From an optimization exercise on the open Yosys and OpenROAD flow, aimed at small area, a short achievable clock period and few clock cycles; shortcuts taken in it are not production practice.
Where RTL was checked, it was by simulation tests only, not by an equivalence proof against the original.
No functional check of the RTL was part of run 1.
Power and IR drop assume default switching activity.

**flow/config.mk**
```make
export PLATFORM = sky130hd
export DESIGN_NAME = conv
export DESIGN_NICKNAME = conv
export VERILOG_FILES = /design/flow/design.v
export SDC_FILE = /design/flow/constraint.sdc
export NUM_CORES = 8
export LEC_CHECK = 0
export CAP_MARGIN = 20
export CORE_MARGIN = 2
export CORE_UTILIZATION = 65
export PLACE_DENSITY = 0.8
export SLEW_MARGIN = 20
```
**flow/constraint.sdc**
```tcl
create_clock -name core_clock -period 16.0 [get_ports {clk}]
set_input_delay 3.2000 -clock core_clock [delete_from_list [all_inputs] [get_ports {clk}]]
set_output_delay 3.2000 -clock core_clock [all_outputs]
set_load 0.01 [all_outputs]
```
**flow/design.v**
```verilog
module skid2 #(parameter W = 8) (
  input              clk,
  input              rst_n,
  input              in_vld,
  input  [W-1:0]     in_data,
  output             in_rdy,
  output             out_vld,
  output [W-1:0]     out_data,
  input              out_take
);
  reg [W-1:0] d0, d1;
  reg         wp, rp, rdy_r;
  reg [1:0]   cnt;
  wire        enq = in_vld & rdy_r;
  wire [1:0]  cnt_n = cnt + {1'b0, enq} - {1'b0, out_take};
  assign in_rdy   = rdy_r;
  assign out_vld  = (cnt != 2'd0);
  assign out_data = rp ? d1 : d0;
  always @(posedge clk) begin
    if (enq & ~wp) d0 <= in_data;
    if (enq &  wp) d1 <= in_data;
    if (!rst_n) begin
      wp    <= 1'b0;
      rp    <= 1'b0;
      cnt   <= 2'd0;
      rdy_r <= 1'b1;
    end else begin
      if (enq)      wp <= ~wp;
      if (out_take) rp <= ~rp;
      cnt   <= cnt_n;
      rdy_r <= ~cnt_n[1];
    end
  end
endmodule
module benc8 (
  input  [7:0]  w,
  output [11:0] e
);
  wire [8:0] wx = {w, 1'b0};
  genvar k;
  generate
    for (k = 0; k < 4; k = k + 1) begin : dg
      wire b0 = wx[2*k];
      wire b1 = wx[2*k+1];
      wire b2 = wx[2*k+2];
      assign e[3*k]   = b0 ^ b1;
      assign e[3*k+1] = (b2 & ~b1 & ~b0) | (~b2 & b1 & b0);
      assign e[3*k+2] = b2 & ~(b1 & b0);
    end
  endgenerate
endmodule
module bmul8 (
  input  [7:0]  x,
  input  [11:0] e,
  output [15:0] p
);
  wire [9:0]  x1 = {{2{x[7]}}, x};
  wire [9:0]  x2 = {x[7], x, 1'b0};
  wire [15:0] row [0:3];
  wire [15:0] negv;
  genvar k;
  generate
    for (k = 0; k < 4; k = k + 1) begin : pp
      wire one = e[3*k];
      wire two = e[3*k+1];
      wire neg = e[3*k+2];
      wire [9:0]  m  = ({10{one}} & x1) | ({10{two}} & x2);
      wire [9:0]  r  = m ^ {10{neg}};
      wire [15:0] rs = {{6{r[9]}}, r};
      assign row[k] = rs << (2*k);
      assign negv[2*k]   = neg;
      assign negv[2*k+1] = 1'b0;
    end
  endgenerate
  assign negv[15:8] = 8'd0;
  assign p = row[0] + row[1] + row[2] + row[3] + negv;
endmodule
module conv #(parameter AW = 5) (
  input         clk,
  input         rst_n,
  input  [7:0]  ifmap_data,
  output        ifmap_rdy,
  input         ifmap_vld,
  input  [7:0]  weight_data,
  output        weight_rdy,
  input         weight_vld,
  output [31:0] ofmap_data,
  input         ofmap_rdy,
  output        ofmap_vld,
  input  [15:0] config_data,
  output        config_rdy,
  input         config_vld
);
  integer i;
  genvar g, h;
  reg        cfg_rdy_r;
  reg        cfg_v;
  reg [5:0]  cfg_a;
  reg [7:0]  cfg_d;
  reg        st_r;       
  reg [4:0]  c_zm1;      
  reg [3:0]  c_pm1;      
  reg [3:0]  c_oxm1;     
  reg [1:0]  c_fxm1;     
  reg [1:0]  c_fym1;     
  reg [1:0]  c_s;        
  reg [4:0]  c_ix;       
  reg [4:0]  c_iy;       
  reg [3:0]  c_ic1m1;    
  reg [7:0]  c_oc1m1;    
  assign config_rdy = cfg_rdy_r;
  always @(posedge clk) begin
    if (!rst_n) begin
      cfg_rdy_r <= 1'b1;
      cfg_v     <= 1'b0;
      st_r      <= 1'b0;
    end else begin
      cfg_v <= config_vld & cfg_rdy_r;
      st_r  <= cfg_v && (cfg_a == 6'd34);
      if (cfg_v && cfg_a == 6'd34) cfg_rdy_r <= 1'b0;
    end
    cfg_a <= config_data[13:8];
    cfg_d <= config_data[7:0];
    if (cfg_v) begin
      case (cfg_a)
        6'd2:  c_zm1   <= cfg_d[4:0];
        6'd4:  c_pm1   <= cfg_d[3:0];
        6'd6:  c_oxm1  <= cfg_d[3:0] - 4'd1;
        6'd10: c_fxm1  <= cfg_d[1:0] - 2'd1;
        6'd12: c_fym1  <= cfg_d[1:0] - 2'd1;
        6'd14: c_s     <= cfg_d[1:0];
        6'd16: c_ix    <= cfg_d[4:0];
        6'd18: c_iy    <= cfg_d[4:0];
        6'd20: c_ic1m1 <= cfg_d[3:0] - 4'd1;
        6'd22: c_oc1m1 <= cfg_d - 8'd1;
        default: ;
      endcase
    end
  end
  reg [4:0] d_rowstep;   
  reg [4:0] d_stepfy;    
  reg [4:0] d_stepic;    
  reg [5:0] d_z;         
  reg [3:0] d_pm2, d_oxm2;
  reg [7:0] d_oc1m2;
  reg       d_ox1, d_fx1, d_fy1, d_ic11, d_oc11;
  reg [7:0] d_ins;       
  wire [4:0] dx   = c_ix - {1'b0, c_oxm1};
  wire [4:0] dyf  = c_iy - {3'b0, c_fym1};
  wire [4:0] ixdy = c_ix * dyf;
  always @(posedge clk) begin
    d_rowstep <= (c_s == 2'd2) ? {dx[3:0], 1'b0} :
                 (c_s == 2'd3) ? dx + {dx[3:0], 1'b0} : dx;
    d_stepfy  <= c_ix - {3'b0, c_fxm1};
    d_stepic  <= ixdy - {3'b0, c_fxm1};
    d_z       <= {1'b0, c_zm1} + 6'd1;
    d_pm2     <= c_pm1 - 4'd1;
    d_oxm2    <= c_oxm1 - 4'd1;
    d_oc1m2   <= c_oc1m1 - 8'd1;
    d_ox1     <= (c_oxm1 == 4'd0);
    d_fx1     <= (c_fxm1 == 2'd0);
    d_fy1     <= (c_fym1 == 2'd0);
    d_ic11    <= (c_ic1m1 == 4'd0);
    d_oc11    <= (c_oc1m1 == 8'd0);
    for (i = 0; i < 8; i = i + 1) d_ins[i] <= (c_pm1[2:0] == i);
  end
  wire       w_v, i_v;
  wire [7:0] w_d, i_d;
  wire       w_take, i_take;
  skid2 #(.W(8)) wsk (
    .clk(clk), .rst_n(rst_n),
    .in_vld(weight_vld), .in_data(weight_data), .in_rdy(weight_rdy),
    .out_vld(w_v), .out_data(w_d), .out_take(w_take)
  );
  skid2 #(.W(8)) isk (
    .clk(clk), .rst_n(rst_n),
    .in_vld(ifmap_vld), .in_data(ifmap_data), .in_rdy(ifmap_rdy),
    .out_vld(i_v), .out_data(i_d), .out_take(i_take)
  );
  reg [3:0] s;           
  reg       s0;          
  reg       pend;        
  reg       rl;          
  reg [3:0] ox;          
  reg       oxl;         
  reg [1:0] fx, fy;
  reg [3:0] ic1;
  reg [7:0] oc1;
  reg       fxl, fyl, icl, ocl;   
  reg       fb;          
  reg [4:0] rel;         
  reg [AW-1:0] rd;       
  reg [4:0] bo;          
  reg [AW-1:0] bb;       
  reg [AW-1:0] rtb;      
  reg       rpar;        
  reg [1:0] ig;          
  wire       lb    = fxl & fyl & icl;    
  wire [4:0] bstep = !fxl ? 5'd1 : !fyl ? d_stepfy : d_stepic;
  wire [4:0] bo_nx = bo + bstep;
  reg [7:0] ib [0:(4<<AW)-1];
  reg [AW+1:0] wa;       
  reg [5:0] wwd;         
  reg       wpar;        
  reg       tfull;       
  reg       wlast;       
  reg [6:0] ovl;         
  reg [6:0] fr;          
  reg [5:0] cw;          
  reg       cpar;        
  reg              wv;   
  reg [AW+1:0]     wadr;
  reg [7:0]        wdat;
  wire      ahead = wpar ^ rpar;
  wire      wr_ok = ~tfull & (~ahead | (ovl < fr));
  wire [4:0] fpt  = lb ? (rl ? rel : 5'd31) : ((rl && rel < bo_nx) ? rel : bo_nx);
  assign i_take = i_v & wr_ok;
  always @(posedge clk) begin
    fr   <= (ocl ? {2'b00, fpt} : 7'd0) + (7'd1 << AW);
    wadr <= wa;
    wdat <= i_d;
    if (wv) ib[wadr] <= wdat;
    if (!rst_n) begin
      wa    <= 0;
      wwd   <= 6'd0;
      wpar  <= 1'b0;
      tfull <= 1'b0;
      wlast <= 1'b0;
      ovl   <= 7'd0;
      cw    <= 6'd0;
      cpar  <= 1'b0;
      wv    <= 1'b0;
    end else begin
      cw   <= wwd;
      cpar <= wpar;
      wv   <= i_take;
      if (st_r) begin
        wlast <= (d_z == 6'd1);
        ovl   <= {1'b0, d_z};
      end
      if (i_take) begin
        wa <= wa + 1'b1;
        if (wa[1:0] == 2'd3) begin
          if (wlast && !ahead) begin
            wwd   <= 6'd0;
            wpar  <= ~wpar;
            wlast <= (d_z == 6'd1);
            ovl   <= {1'b0, d_z};
          end else begin
            wwd   <= wwd + 6'd1;
            tfull <= wlast;
            wlast <= (wwd + 6'd2 == d_z);
            ovl   <= ovl + 7'd1;
          end
        end
      end else if (tfull && !ahead) begin
        wwd   <= 6'd0;
        wpar  <= ~wpar;
        tfull <= 1'b0;
        wlast <= (d_z == 6'd1);
        ovl   <= {1'b0, d_z};
      end
    end
  end
  reg [7:0] ws [0:15];
  reg [11:0] wst [0:15];    
  reg [4:0] wcnt;
  wire [11:0] ws_e [0:15];
  generate
    for (g = 0; g < 16; g = g + 1) begin : we
      benc8 enc (.w(ws[g]), .e(ws_e[g]));
    end
  endgenerate
  wire      ws_full = wcnt[4];
  wire      take;
  assign w_take = w_v & (~ws_full | take);
  always @(posedge clk) begin
    if (w_take) begin
      ws[15] <= w_d;
      for (i = 0; i < 15; i = i + 1) ws[i] <= ws[i+1];
    end
    if (take)
      for (i = 0; i < 16; i = i + 1) wst[i] <= ws_e[i];
    if (!rst_n) wcnt <= 5'd0;
    else        wcnt <= take ? {4'd0, w_take} : wcnt + {4'd0, w_take};
  end
  reg [1:0] dgen;        
  reg [3:0] dr;          
  reg [1:0] dq;          
  reg [1:0] ag;          
  reg [4:0] aw;          
  wire avail = (cpar ^ rpar) | ({1'b0, rel} < cw);
  wire dok   = (dgen == ig) || ((dgen == ig - 2'd1) && (dr > s));
  wire issue = (~s0 | ws_full) & (~rl | (avail & (~lb | dok)));
  assign take = issue & s0;
  wire [4:0]    pstep = oxl ? d_rowstep : {3'd0, c_s};
  wire [AW-1:0] rtb_n = rtb + d_z;
  always @(posedge clk) begin
    if (!rst_n) begin
      s <= 4'd0; s0 <= 1'b1; pend <= 1'b0; rl <= 1'b1; ox <= 4'd0; oxl <= 1'b0;
      fx <= 2'd0; fy <= 2'd0; ic1 <= 4'd0; oc1 <= 8'd0;
      fxl <= 1'b0; fyl <= 1'b0; icl <= 1'b0; ocl <= 1'b0; fb <= 1'b1;
      rel <= 5'd0; rd <= 0; bo <= 5'd0; bb <= 0; rtb <= 0;
      rpar <= 1'b0; ig <= 2'd0;
    end else if (st_r) begin
      oxl <= d_ox1;
      fxl <= d_fx1;
      fyl <= d_fy1;
      icl <= d_ic11;
      ocl <= d_oc11;
    end else if (issue) begin
      if (pend) begin
        s    <= 4'd0;
        s0   <= 1'b1;
        pend <= 1'b0;
        rl   <= 1'b1;
        ox   <= 4'd0;
        oxl  <= d_ox1;
        if (lb) begin
          fx <= 2'd0; fy <= 2'd0; ic1 <= 4'd0;
          fxl <= d_fx1; fyl <= d_fy1; icl <= d_ic11;
          fb <= 1'b1;
          bo <= 5'd0; rel <= 5'd0;
          ig <= ig + 2'd1;
          if (ocl) begin
            oc1 <= 8'd0; ocl <= d_oc11;
            rtb <= rtb_n; rpar <= ~rpar; rd <= rtb_n; bb <= rtb_n;
          end else begin
            oc1 <= oc1 + 8'd1; ocl <= (oc1 == d_oc1m2);
            rd <= rtb; bb <= rtb;
          end
        end else begin
          fb <= 1'b0;
          if (!fxl) begin
            fx <= fx + 2'd1; fxl <= (fx + 2'd1 == c_fxm1);
          end else begin
            fx <= 2'd0; fxl <= d_fx1;
            if (!fyl) begin
              fy <= fy + 2'd1; fyl <= (fy + 2'd1 == c_fym1);
            end else begin
              fy <= 2'd0; fyl <= d_fy1;
              ic1 <= ic1 + 4'd1; icl <= (ic1 + 4'd1 == c_ic1m1);
            end
          end
          bo  <= bo_nx;
          rel <= bo_nx;
          bb  <= bb + bstep;
          rd  <= bb + bstep;
        end
      end else begin
        s    <= s + 4'd1;
        s0   <= 1'b0;
        pend <= (s == 4'd14);
        rl   <= rl & (s != c_pm1);
        if (rl) begin
          ox   <= oxl ? 4'd0 : ox + 4'd1;
          oxl  <= oxl ? d_ox1 : (ox == d_oxm2);
          rel  <= rel + pstep;
          rd   <= rd + pstep;
        end
      end
    end
  end
  reg        t1_v, t1_first, t1_final, t1_real;
  reg [3:0]  t1_s;
  reg [31:0] x_r;
  reg        t2_v, t2_first, t2_final, t2_real;
  reg [3:0]  t2_s;
  reg [15:0] p_r [0:15];     
  reg        t3_v, t3_first, t3_final, t3_real;
  reg [3:0]  t3_s;
  reg [17:0] sum_r [0:3];
  reg [7:0]  ins;
  always @(posedge clk) begin
    x_r <= {ib[{rd, 2'd3}], ib[{rd, 2'd2}], ib[{rd, 2'd1}], ib[{rd, 2'd0}]};
    t1_first <= fb;
    t1_final <= lb;
    t1_real  <= rl;
    t1_s     <= s;
    t2_first <= t1_first;
    t2_final <= t1_final;
    t2_real  <= t1_real;
    t2_s     <= t1_s;
    t3_first <= t2_first;
    t3_final <= t2_final;
    t3_real  <= t2_real;
    t3_s     <= t2_s;
    ins      <= d_ins;
    if (!rst_n) begin
      t1_v <= 1'b0;
      t2_v <= 1'b0;
      t3_v <= 1'b0;
    end else begin
      t1_v <= issue;
      t2_v <= t1_v;
      t3_v <= t2_v;
    end
  end
  generate
    for (g = 0; g < 4; g = g + 1) begin : mi
      for (h = 0; h < 4; h = h + 1) begin : mo
        wire [15:0] pv;
        bmul8 mul (.x(x_r[g*8 +: 8]), .e(wst[g*4+h]), .p(pv));
        always @(posedge clk) p_r[g*4+h] <= pv;
      end
    end
    for (g = 0; g < 4; g = g + 1) begin : sm
      wire signed [15:0] q0 = p_r[0*4+g];
      wire signed [15:0] q1 = p_r[1*4+g];
      wire signed [15:0] q2 = p_r[2*4+g];
      wire signed [15:0] q3 = p_r[3*4+g];
      wire signed [17:0] sv = q0 + q1 + q2 + q3;
      always @(posedge clk) sum_r[g] <= sv;
    end
  endgenerate
  reg  [87:0] ch [0:15];
  wire [87:0] head = ch[0];
  wire [87:0] acc_n;
  generate
    for (g = 0; g < 4; g = g + 1) begin : acc
      wire [21:0] hv = t3_first ? 22'd0 : head[g*22 +: 22];
      assign acc_n[g*22 +: 22] = hv + {{4{sum_r[g][17]}}, sum_r[g]};
    end
  endgenerate
  always @(posedge clk) begin
    if (t3_v) begin
      for (i = 0; i < 15; i = i + 1) ch[i] <= ch[i+1];
      ch[15] <= acc_n;
    end
  end
  reg [87:0] db [0:15];
  reg [21:0] o_r;
  reg        ov;
  always @(posedge clk) begin
    if (t3_v && t3_final && t3_real) db[t3_s] <= acc_n;
    if (!rst_n) begin
      ag <= 2'd3;
      aw <= 5'd0;
    end else if (t3_v && t3_final && t3_real) begin
      if (t3_s == 4'd0) begin
        ag <= ag + 2'd1;
        aw <= 5'd1;
      end else begin
        aw <= aw + 5'd1;
      end
    end
  end
  wire [87:0] dpix = db[dr];
  wire [21:0] dval = dpix[dq*22 +: 22];
  wire rdbl  = ((ag == dgen) && (aw > {1'b0, dr})) || (ag == dgen + 2'd1);
  wire otake = rdbl & (~ov | ofmap_rdy);
  always @(posedge clk) begin
    if (otake) o_r <= dval;
    if (!rst_n) begin
      ov   <= 1'b0;
      dr   <= 4'd0;
      dq   <= 2'd0;
      dgen <= 2'd0;
    end else begin
      if (otake) begin
        ov <= 1'b1;
        dq <= dq + 2'd1;
        if (dq == 2'd3) begin
          if (dr == c_pm1) begin
            dr   <= 4'd0;
            dgen <= dgen + 2'd1;
          end else begin
            dr <= dr + 4'd1;
          end
        end
      end else if (ofmap_rdy) begin
        ov <= 1'b0;
      end
    end
  end
  assign ofmap_vld  = ov;
  assign ofmap_data = {{10{o_r[21]}}, o_r};
endmodule
```
**flow/flow/run.sh**
```bash
#!/bin/bash
# Layout flow: the standard synthesis and ORFS layout, with the post-placement
# timing repair (repair_timing) asked to leave a larger setup margin, so that it
# keeps optimising paths well below the 16 ns clock. The SDC and the clock period
# are the design's own; only the optimisation target of the repair changes.
set -euo pipefail
MARGIN=${MARGIN:-11.5}
# 1. Standard synthesis, unchanged.
bash standard.sh synth > synth.log 2>&1
# 2. Floorplan to final layout with the same ORFS make command, plus the margin.
MAKECMD=$(grep '^make ' standard.sh | sed 's/"\${@:-finish}"//')
eval "$MAKECMD SETUP_SLACK_MARGIN=$MARGIN finish" > layout.log 2>&1
# 3. Write out/final.def (targets are up to date, so make does nothing here).
bash standard.sh finish > def.log 2>&1
```
**flow/standard.sh**
```bash
#!/bin/bash
# synth_recipe.tcl (not shown) runs the flow's synth.tcl, then flattens the netlist and writes it again
# the make line also repeats each setting of config.mk as NAME=value (left out here)
make -C /OpenROAD-flow-scripts/flow DESIGN_CONFIG=/design/flow/config.mk WORK_HOME=/design/flow/orfs CLKGATE_MAP_FILE= SYNTH_SCRIPT=/design/flow/synth_recipe.tcl "${@:-finish}"
```
==> impl_metrics.py, run 1 <==
metrics = {
    "synth": {
        "yosysSeqAreaShare": 0.675,
        "ys_seq_elements": 4841,
        "netlist_top_cells_count": "edfxtp_1, ha_1, mux4_2, xnor2_1, dfxtp_1",
        "synth_edf_count": 4255,
        "synthTopCellsByArea": "edfxtp_1, mux4_2, dfxtp_1, ha_1, xnor2_1",
        "synth.cell_area_um2": 207000,
        "ys_types": 84,
        "syn_nets": 13300,
        "synth_cells": 12100,
        "synth_most_common_cell": "edfxtp_1",
        "yosysWarnings": 13,
        "synth_top_area_share": 0.618,
        "yosys.area.top_type": "edfxtp_1",
        "synth_flop_cell": "edfxtp_1",
        "syn_avg_cell_area_um2": 17.1,
        "synth-async-reset-ratio": 0,
    },
    "critical_path": {
        "required_ns": 16.92,
        "startpoint_type": "register",
        "worstPathArrival_ns": 6.64,
        "worstSetupEndpointType": "register",
        "cp_slowest_cell": "a22oi_2",
        "ff2ff_path_depth": 26,
        "timing.rr.end": "p_r[5][15]",
        "path_class": "register to register",
        "ff2ff_setup_slack_ns": 10.29,
        "crit_buf_inv": 7,
        "crit_start": "x_r[11]",
        "reg2reg_from": "x_r[11]",
        "crit_fanout": 5,
        "slowest_delay_ns": 0.53,
        "cp_top_family": "compound AO/OA/AOI/OAI gates",
    },
    "pwr": {
        "clock_power_share": 0.289,
        "p_leak_uw": 0.0810,
        "p_int_uw": 26600,
        "powerDensity_nw_per_um2": 173,
        "ir_drop_mv": 0.317,
        "swShare": 0.352,
        "sequentialPowerShare": 0.395,
        "share_comb_of_total_power": 0.316,
        "switchingPower_uw": 14400,
        "power_uw": 41100,
    },
    "min_path": {
        "holdCritStartpoint": "t1_first",
        "hold_class": "register to register",
        "worst_hold_path.endpoint": "t2_first",
        "whs_path_depth": 0,
    },
    "detailed_routing": {
        "ant_nets": 0,
        "wire_per_inst_um": 35.3,
        "vias": 121000,
        "first_pass_iters": 21,
        "drc": 0,
        "drt-total-wl_um": 610000,
        "viasPerCell": 6.99,
        "drt-initial-drc-count": 19700,
    },
    "cells_and_area": {
        "fin_util": 0.746,
        "n_fill_cell": 16300,
        "multiInputGateArea_um2": 68000,
        "regArea_um2": 140000,
        "area_delta_synth_final_pct": 14.5,
        "drive_gt1_frac": 0.228,
        "nNetsFinal": 13900,
        "fin_cells": 17300,
    },
    "timing": {
        "fin_crit_sh": 0.357,
        "finalCriticalPeriod_ns": 5.71,
        "skew_ns": 0.155,
        "slew_headroom": -0.254,
        "tns_ns": 0,
        "hold_violations": 0,
        "tightest_slew_ns": 1.87,
        "setup_viol": 0,
        "whs_ns": 0.279,
        "final_max_slew_viol_count": 6,
        "fmax_mhz": 175,
        "rsz0062_at_grt": "true",
    },
    "grt": {
        "grt_pass1_vias": 120000,
        "antenna_found_initial": 71,
        "grt_max_degree": 217,
        "grt_use_total": 0.357,
        "grt_overflow": 0,
        "grt_pass1_wl_um": 831000,
    },
    "clock_network": {
        "cts_made_buffers": 454,
        "cts_tree": "yes",
        "cts_hold_buf": 0,
        "cts.sinks": 4841,
        "htree_levels": 5,
        "clockBufferDepth": 4,
        "root_buffer": "clkbuf_16",
        "clk_latency_ns": 1.08,
        "cts.clk_slew.worst_paths_ns": 0.08,
    },
    "floorplan": {
        "die_h_um": 568,
        "core-area_um2": 317000,
        "dieArea_um2": 323000,
        "die_w_um": 568,
        "rows": 207,
        "start_util": 0.652,
        "io_pins": 74,
    },
    "placement": {
        "dp_hpwl_um": 284000,
        "gp_congestion": 0.874,
        "dp.cells": 16000,
        "io_buffers": 71,
    },
    "outcome": {
        "status": "complete, but fails checks",
        "so_faults": "capacitance limit, slew limit",
    },
    "flow_run": {
        "cap_violations": 1,
    },
}
==> per-layer routing <==
metal,share of wire,global-route usage,up-vias
met1,0.32,0.449,59700
met5,0.00042,0,-
met2,0.47,0.569,10800
met4,0.087,0.215,42
li1,-,-,47500
met3,0.13,0.0819,3022
==> power groups by stage <==
stage,clock network [uW],logic (uW),registers [uW]
floorplan,0,6690,16100
finish,11900,13000,16200
detailed placement,0,10100,16400
CTS,11700,11000,16200
global placement,0,9810,16400
global route,12200,13600,16200
==> cell families after synthesis <==
logic type,Yosys count,synth area share
compound gates,1530,0.0496
xor+xnor,1154,0.0489
fa+ha+maj,1151,0.0806
buf+inv,1056,0.0198
flops,4841,0.675
mux,886,0.0907
simple gates,1498,0.0359
==> worst max-delay path by stage <==
stage / to / slack, ns / depth (start not counted)
final: p_r[5][15] / 10.29 / 26
after global routing: p_r[5][15] / 10.30 / 26
after CTS: ofmap_data[30] / 10.95 / 2
after detailed placement: register / 10.14 / 6
after global placement: register / 10.24 / 6
after floorplan: db[1][0] / 2.19 / 4
==> sequential cells by signal, indices dropped and copies added, names as in the netlist, 32 cells and up, named ones only <==
register	cells
ch	1408
db	1408
ib	1024
p_r	256
sum_r	72
ws	128
wst	192
x_r	32
==> through the flow <==
step                worst slack (ns)  instance area, um^2
global placement               10.24               212000
detailed placement             10.14               212000
global route                   10.30               237000
CTS                            10.95               232000
finish                         10.29               237000
floorplan                       2.19               207000
==> cells in the final DEF, fill, tap and decap left out, types with 252 or more instances in the layout <==
master and n:
xnor2_1 653, nand2_1 252, dfxtp_1 545, nor2_1 425
clkbuf_16 469, edfxtp_1 4255, buf_4 476, a22oi_1 398
ha_1 691, mux4_2 782, inv_1 473, fa_1 285
xor2_1 387
==> layout make-up <==
| cell class | instances | area share |
|---|---|---|
| diodes | 45 | 0.000475 |
| clock buffers | 558 | 0.0511 |
| clock inverters | 296 | 0.0146 |
| inverters | 506 | 0.00805 |
| multi-input cells | 6220 | 0.287 |
| flip-flops and latches | 4841 | 0.590 |
| well taps | 4180 | 0.0221 |
| repair buffers | 662 | 0.0268 |
==> repair_timing <==
action / 4_1_cts / 5_1_grt
pin swaps: 233 / 377
resized for setup: 617 / 513
buffers inserted: 209 / 174
setup endpoints to repair: 1145 / 1374
gates cloned: 14 / 6
==> run 2, diff against run 1 <==
--- a/flow/design.v
+++ b/flow/design.v
@@ -33,8 +33,5 @@
   end
 endmodule
-module benc8 (
-  input  [7:0]  w,
-  output [11:0] e
-);
+module benc8 (input [7:0] w, output [11:0] e);
   wire [8:0] wx = {w, 1'b0};
   genvar k;
@@ -50,11 +47,7 @@
   endgenerate
 endmodule
-module bmul8 (
-  input  [7:0]  x,
-  input  [11:0] e,
-  output [15:0] p
-);
-  wire [9:0]  x1 = {{2{x[7]}}, x};
-  wire [9:0]  x2 = {x[7], x, 1'b0};
+module bmul8 (input [11:0] e, input [7:0] w, output [15:0] p);
+  wire [9:0]  w1 = {{2{w[7]}}, w};
+  wire [9:0]  w2 = {w[7], w, 1'b0};
   wire [15:0] row [0:3];
   wire [15:0] negv;
@@ -65,7 +58,7 @@
       wire two = e[3*k+1];
       wire neg = e[3*k+2];
-      wire [9:0]  m  = ({10{one}} & x1) | ({10{two}} & x2);
+      wire [9:0]  m  = ({10{one}} & w1) | ({10{two}} & w2);
       wire [9:0]  r  = m ^ {10{neg}};
-      wire [15:0] rs = {{6{r[9]}}, r};
+      wire [15:0] rs = {5'd0, ~r[9], r[8:0]};
       assign row[k] = rs << (2*k);
       assign negv[2*k]   = neg;
@@ -74,7 +67,7 @@
   endgenerate
   assign negv[15:8] = 8'd0;
-  assign p = row[0] + row[1] + row[2] + row[3] + negv;
+  assign p = row[0] + row[1] + row[2] + row[3] + negv + 16'h5600;
 endmodule
-module conv #(parameter AW = 5) (
+module conv #(parameter AW = 5, parameter DB = 10) (
   input         clk,
   input         rst_n,
@@ -195,5 +188,4 @@
   reg [AW-1:0] rtb;      
   reg       rpar;        
-  reg [1:0] ig;          
   wire       lb    = fxl & fyl & icl;    
   wire [4:0] bstep = !fxl ? 5'd1 : !fyl ? d_stepfy : d_stepic;
@@ -264,12 +256,6 @@
   end
   reg [7:0] ws [0:15];
-  reg [11:0] wst [0:15];    
+  reg [7:0] wst [0:15];
   reg [4:0] wcnt;
-  wire [11:0] ws_e [0:15];
-  generate
-    for (g = 0; g < 16; g = g + 1) begin : we
-      benc8 enc (.w(ws[g]), .e(ws_e[g]));
-    end
-  endgenerate
   wire      ws_full = wcnt[4];
   wire      take;
@@ -281,15 +267,16 @@
     end
     if (take)
-      for (i = 0; i < 16; i = i + 1) wst[i] <= ws_e[i];
+      for (i = 0; i < 16; i = i + 1) wst[i] <= ws[i];
     if (!rst_n) wcnt <= 5'd0;
     else        wcnt <= take ? {4'd0, w_take} : wcnt + {4'd0, w_take};
   end
-  reg [1:0] dgen;        
-  reg [3:0] dr;          
+  reg [3:0] wp;          
+  reg [3:0] rp;          
   reg [1:0] dq;          
-  reg [1:0] ag;          
-  reg [4:0] aw;          
+  reg [4:0] nal;         
+  reg [4:0] nav;         
+  wire      pdone;       
   wire avail = (cpar ^ rpar) | ({1'b0, rel} < cw);
-  wire dok   = (dgen == ig) || ((dgen == ig - 2'd1) && (dr > s));
+  wire dok   = (nal != DB);
   wire issue = (~s0 | ws_full) & (~rl | (avail & (~lb | dok)));
   assign take = issue & s0;
@@ -302,5 +289,5 @@
       fxl <= 1'b0; fyl <= 1'b0; icl <= 1'b0; ocl <= 1'b0; fb <= 1'b1;
       rel <= 5'd0; rd <= 0; bo <= 5'd0; bb <= 0; rtb <= 0;
-      rpar <= 1'b0; ig <= 2'd0;
+      rpar <= 1'b0;
     end else if (st_r) begin
       oxl <= d_ox1;
@@ -322,5 +309,4 @@
           fb <= 1'b1;
           bo <= 5'd0; rel <= 5'd0;
-          ig <= ig + 2'd1;
           if (ocl) begin
             oc1 <= 8'd0; ocl <= d_oc11;
@@ -364,5 +350,5 @@
   reg        t1_v, t1_first, t1_final, t1_real;
   reg [3:0]  t1_s;
-  reg [31:0] x_r;
+  reg [47:0] x_r;           
   reg        t2_v, t2_first, t2_final, t2_real;
   reg [3:0]  t2_s;
@@ -372,6 +358,13 @@
   reg [17:0] sum_r [0:3];
   reg [7:0]  ins;
+  wire [31:0] x_w = {ib[{rd, 2'd3}], ib[{rd, 2'd2}], ib[{rd, 2'd1}], ib[{rd, 2'd0}]};
+  wire [47:0] x_e;
+  generate
+    for (g = 0; g < 4; g = g + 1) begin : xe
+      benc8 enc (.w(x_w[g*8 +: 8]), .e(x_e[g*12 +: 12]));
+    end
+  endgenerate
   always @(posedge clk) begin
-    x_r <= {ib[{rd, 2'd3}], ib[{rd, 2'd2}], ib[{rd, 2'd1}], ib[{rd, 2'd0}]};
+    x_r <= x_e;
     t1_first <= fb;
     t1_final <= lb;
@@ -401,5 +394,5 @@
       for (h = 0; h < 4; h = h + 1) begin : mo
         wire [15:0] pv;
-        bmul8 mul (.x(x_r[g*8 +: 8]), .e(wst[g*4+h]), .p(pv));
+        bmul8 mul (.e(x_r[g*12 +: 12]), .w(wst[g*4+h]), .p(pv));
         always @(posedge clk) p_r[g*4+h] <= pv;
       end
@@ -429,44 +422,31 @@
     end
   end
-  reg [87:0] db [0:15];
+  reg [87:0] db [0:DB-1];
   reg [21:0] o_r;
   reg        ov;
-  always @(posedge clk) begin
-    if (t3_v && t3_final && t3_real) db[t3_s] <= acc_n;
-    if (!rst_n) begin
-      ag <= 2'd3;
-      aw <= 5'd0;
-    end else if (t3_v && t3_final && t3_real) begin
-      if (t3_s == 4'd0) begin
-        ag <= ag + 2'd1;
-        aw <= 5'd1;
-      end else begin
-        aw <= aw + 5'd1;
-      end
-    end
-  end
-  wire [87:0] dpix = db[dr];
+  wire       dwr   = t3_v & t3_final & t3_real;
+  wire       alloc = issue & lb & rl;
+  wire [87:0] dpix = db[rp];
   wire [21:0] dval = dpix[dq*22 +: 22];
-  wire rdbl  = ((ag == dgen) && (aw > {1'b0, dr})) || (ag == dgen + 2'd1);
-  wire otake = rdbl & (~ov | ofmap_rdy);
+  wire       otake = (nav != 5'd0) & (~ov | ofmap_rdy);
+  assign pdone = otake & (dq == 2'd3);
   always @(posedge clk) begin
+    if (dwr) db[wp] <= acc_n;
     if (otake) o_r <= dval;
     if (!rst_n) begin
-      ov   <= 1'b0;
-      dr   <= 4'd0;
-      dq   <= 2'd0;
-      dgen <= 2'd0;
+      wp  <= 4'd0;
+      rp  <= 4'd0;
+      dq  <= 2'd0;
+      nal <= 5'd0;
+      nav <= 5'd0;
+      ov  <= 1'b0;
     end else begin
+      if (dwr) wp <= (wp == DB - 1) ? 4'd0 : wp + 4'd1;
+      if (pdone) rp <= (rp == DB - 1) ? 4'd0 : rp + 4'd1;
+      nal <= nal + {4'd0, alloc} - {4'd0, pdone};
+      nav <= nav + {4'd0, dwr} - {4'd0, pdone};
       if (otake) begin
         ov <= 1'b1;
         dq <= dq + 2'd1;
-        if (dq == 2'd3) begin
-          if (dr == c_pm1) begin
-            dr   <= 4'd0;
-            dgen <= dgen + 2'd1;
-          end else begin
-            dr <= dr + 4'd1;
-          end
-        end
       end else if (ofmap_rdy) begin
         ov <= 1'b0;
==> flow/run.sh (new file) <==
#!/bin/bash
# synth_recipe.tcl (not shown) runs the flow's synth.tcl, then flattens the netlist and writes it again
# the make line also repeats each setting of config.mk as NAME=value (left out here)
make -C /OpenROAD-flow-scripts/flow DESIGN_CONFIG=/design/flow/config.mk WORK_HOME=/design/flow/orfs CLKGATE_MAP_FILE= SYNTH_SCRIPT=/design/flow/synth_recipe.tcl finish
removed: flow/flow/run.sh
removed: flow/standard.sh
==> run 2 against run 1 <==
Effect of this change:
- highest routed layer unchanged
- now clean on timing, DRC and antenna
- hold slack better by 0.046 ns
- utilization is 2.7 points lower
- non-clock buffer count is 427 lower
- setup slack worse by 0.16 ns
- clock-buffer cell count is 49 lower
==> impl_metrics.py, run 2 <==
metrics = {
    "synth": {
        "syn_nets": 12100,
        "synth_cells": 11000,
        "yosysWarnings": 13,
        "synth_top_family_by_area": "adder cells",
        "ys_seq_elements": 4261,
        "synth_most_common_cell": "edfxtp_1",
        "synthTopCellsByArea": "edfxtp_1, mux4_2, dfxtp_1, ha_1, xnor2_1",
        "yosysSeqAreaShare": 0.668,
        "ys_types": 83,
        "synth_edf_count": 3663,
        "synthAdderAreaFrac": 0.0850,
        "yosys.area.top_type": "edfxtp_1",
        "synthMuxAreaShare": 0.0810,
        "synth_xor_xnor_area_share": 0.0533,
        "synth-async-reset-ratio": 0,
        "netlist_top_cells_count": "edfxtp_1, ha_1, xnor2_1, mux4_2, dfxtp_1",
        "synth_top_area_share": 0.603,
        "yosys.area_share.simple": 0.0345,
        "synth.cell_area_um2": 183000,
        "syn_avg_cell_area_um2": 16.6,
        "synth_flop_cell": "edfxtp_1",
        "synth_compound_area_frac": 0.0556,
    },
    "critical_path": {
        "cp_slowest_cell": "a2111oi_1",
        "worstPathArrival_ns": 6.51,
        "required_ns": 16.64,
        "crit_fanout": 53,
        "slowest_delay_ns": 0.81,
        "path_cells": "buf_4 -> nor2b_1 -> ha_1 -> a21o_1 -> a21oi_1 -> nand2b_1 -> nor4b_1 -> nor4_1 -> a2111oi_1 -> a21oi_1 -> xnor2_1",
        "ff2ff_setup_slack_ns": 10.13,
        "reg2reg_from": "t3_first",
        "worstSetupEndpointType": "register",
        "startpoint_type": "register",
        "path_class": "register to register",
        "ff2ff_path_depth": 11,
        "timing.rr.end": "ch[15][65]",
        "path_common_cell": "a21oi_1",
    },
    "placement": {
        "gp_congestion": 0.885,
        "dp.cells": 14400,
        "dp_hpwl_um": 258000,
        "io_buffers": 71,
    },
    "cells_and_area": {
        "regMostFlops": "ch",
        "mostFrequentLayoutCells": "edfxtp_1, ha_1, xnor2_1",
        "fin_cells": 15200,
        "layout_commonest_cell": "edfxtp_1",
        "drive_gt1_frac": 0.138,
        "nNetsFinal": 12200,
        "largest_reg_flops": 1408,
        "area_delta_synth_final_pct": 10.1,
        "n_fill_cell": 15700,
        "reg_top3": "ch x1408, ib x1024, db x880",
    },
    "clock_network": {
        "post_cts_buffers": 0,
        "htree_levels": 5,
        "clk_latency_ns": 1.00,
        "root_buffer": "clkbuf_16",
        "cts.sinks": 4261,
        "cts.clk_slew.worst_paths_ns": 0.07,
        "cts_resized": 0,
        "cts_made_buffers": 401,
        "cts_tree": "yes",
        "clockBufferDepth": 4,
        "cts_hold_buf": 0,
    },
    "timing": {
        "skew_ns": 0.101,
        "finalCriticalPeriod_ns": 5.87,
        "rsz0062_at_grt": "false",
        "setup_viol": 0,
        "fmax_mhz": 170,
        "tightest_slew_ns": 1.19,
        "hold_violations": 0,
        "slew_headroom": 0.200,
        "fin_crit_sh": 0.367,
        "whs_ns": 0.325,
        "final_max_slew_viol_count": 0,
    },
    "floorplan": {
        "die_h_um": 534,
        "io_pins": 74,
        "dieArea_um2": 285000,
        "core-area_um2": 279000,
        "die_w_um": 534,
        "start_util": 0.653,
        "rows": 194,
    },
    "min_path": {
        "worst_hold_path.endpoint": "t3_real",
        "holdCritStartpoint": "t2_real",
        "hold_class": "register to register",
        "whs_path_depth": 0,
    },
    "detailed_routing": {
        "drt-initial-drc-count": 13900,
        "vias": 100000,
        "viasPerCell": 6.59,
        "drt-total-wl_um": 456000,
        "drc": 0,
        "first_pass_iters": 8,
        "wire_per_inst_um": 29.9,
        "ant_nets": 0,
    },
    "grt": {
        "grt_pass1_wl_um": 667000,
        "grt_pass1_vias": 102000,
        "grt_overflow": 0,
        "grt_max_degree": 219,
        "antenna_found_initial": 29,
        "grt_use_total": 0.317,
    },
    "pwr": {
        "powerDensity_nw_per_um2": 200,
        "p_leak_uw": 0.0689,
        "ir_drop_mv": 0.292,
    },
    "outcome": {
        "status": "timing/DRC/antenna clean",
    },
    "flow_run": {
        "cap_violations": 0,
    },
}
[run 2: power breakdown]
part	internal, uW	switching [uW]	total (uW)
Clock	5460	4390	9850
Combinational	6130	9920	16100
Sequential	13700	701	14400
[run 2: cell families after synthesis]
logic type,after synthesis
AOI/OAI and AO/OA,1494
adders and majority gates,1071
xor gates and xnor gates,1111
muxes,710
buffers and inverters,1033
DFF,4261
and+or+nand+nor,1329
[run 2: cell type report]
type,instances,area (um^2),area share
Timing Repair Buffer,235,2160,0.0108
Inverter,518,1950,0.00969
Sequential cell,4261,122000,0.607
Tap cell,3724,4660,0.0232
Clock buffer,509,10800,0.0535
Multi-Input combinational cell,5715,56900,0.283
Antenna cell,31,77.6,0.000386
Clock inverter,239,2470,0.0123
[run 2: worst max-delay path by stage]
stage | cells past startpoint | start | end | slack, ns
finish | 11 | t3_first | ch[15][65] | 10.13
detailed placement | 14 | ofmap_rdy | nal[4] | 9.16
global placement | 14 | ofmap_rdy | nal[4] | 9.21
floorplan | 4 | t3_v | db[4][0] | -1.54
global route | 19 | x_r[29] | p_r[8][15] | 9.83
CTS | 14 | ofmap_rdy | nal[4] | 9.93
[run 2: per-layer routing]
metal / share of wire / routed length, um / GRT usage / vias up
li1: - / - / - / 42100
met1: 0.35 / 159000 / 0.412 / 50500
met2: 0.49 / 224000 / 0.522 / 6394
met3: 0.096 / 43900 / 0.0468 / 1379
met4: 0.065 / 29700 / 0.169 / 4
met5: 0.000048 / 22 / 0 / -
[run 2: through the flow]
| stage | util | setup TNS (ns) | setup slack (ns) | power (uW) | instance area (um^2) |
|---|---|---|---|---|---|
| 6_report | 0.719 | 0 | 10.13 | 40300 | 201000 |
| 5_1_grt | 0.719 | 0 | 9.83 | 42200 | 201000 |
| 4_1_cts | 0.718 | 0 | 9.93 | 40100 | 201000 |
| 3_5_place_dp | 0.670 | 0 | 9.16 | 30000 | 187000 |
| 3_3_place_gp | 0.670 | 0 | 9.21 | 29700 | 187000 |
| 2_1_floorplan | - | -292.80 | -1.54 | 24900 | 183000 |
[run 2: critical path: cells and delay by family, from the launching register on]
| family | cells | cell delay [ns] |
|---|---|---|
| adder cells (fa/ha/maj) | 1 | 0.47 |
| buffers and inverters | 1 | 0.71 |
| AND/OR/NAND/NOR | 4 | 1.10 |
| AO/OA/AOI/OAI | 4 | 1.63 |
| flip-flops | 1 | 0.78 |
| XOR/XNOR | 1 | 0.80 |
Testbench counts of run 2, summed over its fixed seeds: cycles 19,358.

## static timing again, ports no longer ideal
No port has a modelled driver above. Below, the same layouts with a new extraction and two added sets of constraints.
Step 1 sets driving cells, clkbuf_16 on the clock port and buf_2 on the other inputs (assumed; they add their load-dependent delay and slew).
Step 2 moves the port delays by t, midway between the first and last clock arrival at a register: inputs arrive t later, outputs are due t later. That takes back most of the time a late clock gives input paths.
Three values: ideal, step 1, step 2; two values: the first two.
| run | shift t [ns] | slack for setup (ns) | hold WS [ns] | worst setup path after step 2 |
|---|---|---|---|---|
| run 1 | 1.091 | 10.286 / 10.286 / 10.286 | 0.279 / 0.279 / 0.279 | register to register |
| run 2 | 1.054 | 10.130 / 10.130 / 9.446 | 0.325 / 0.325 / 0.325 | input to register |
The setup slack of run 2, which loses most, moves by 0.000 ns with the drivers and by -0.684 ns with both steps.
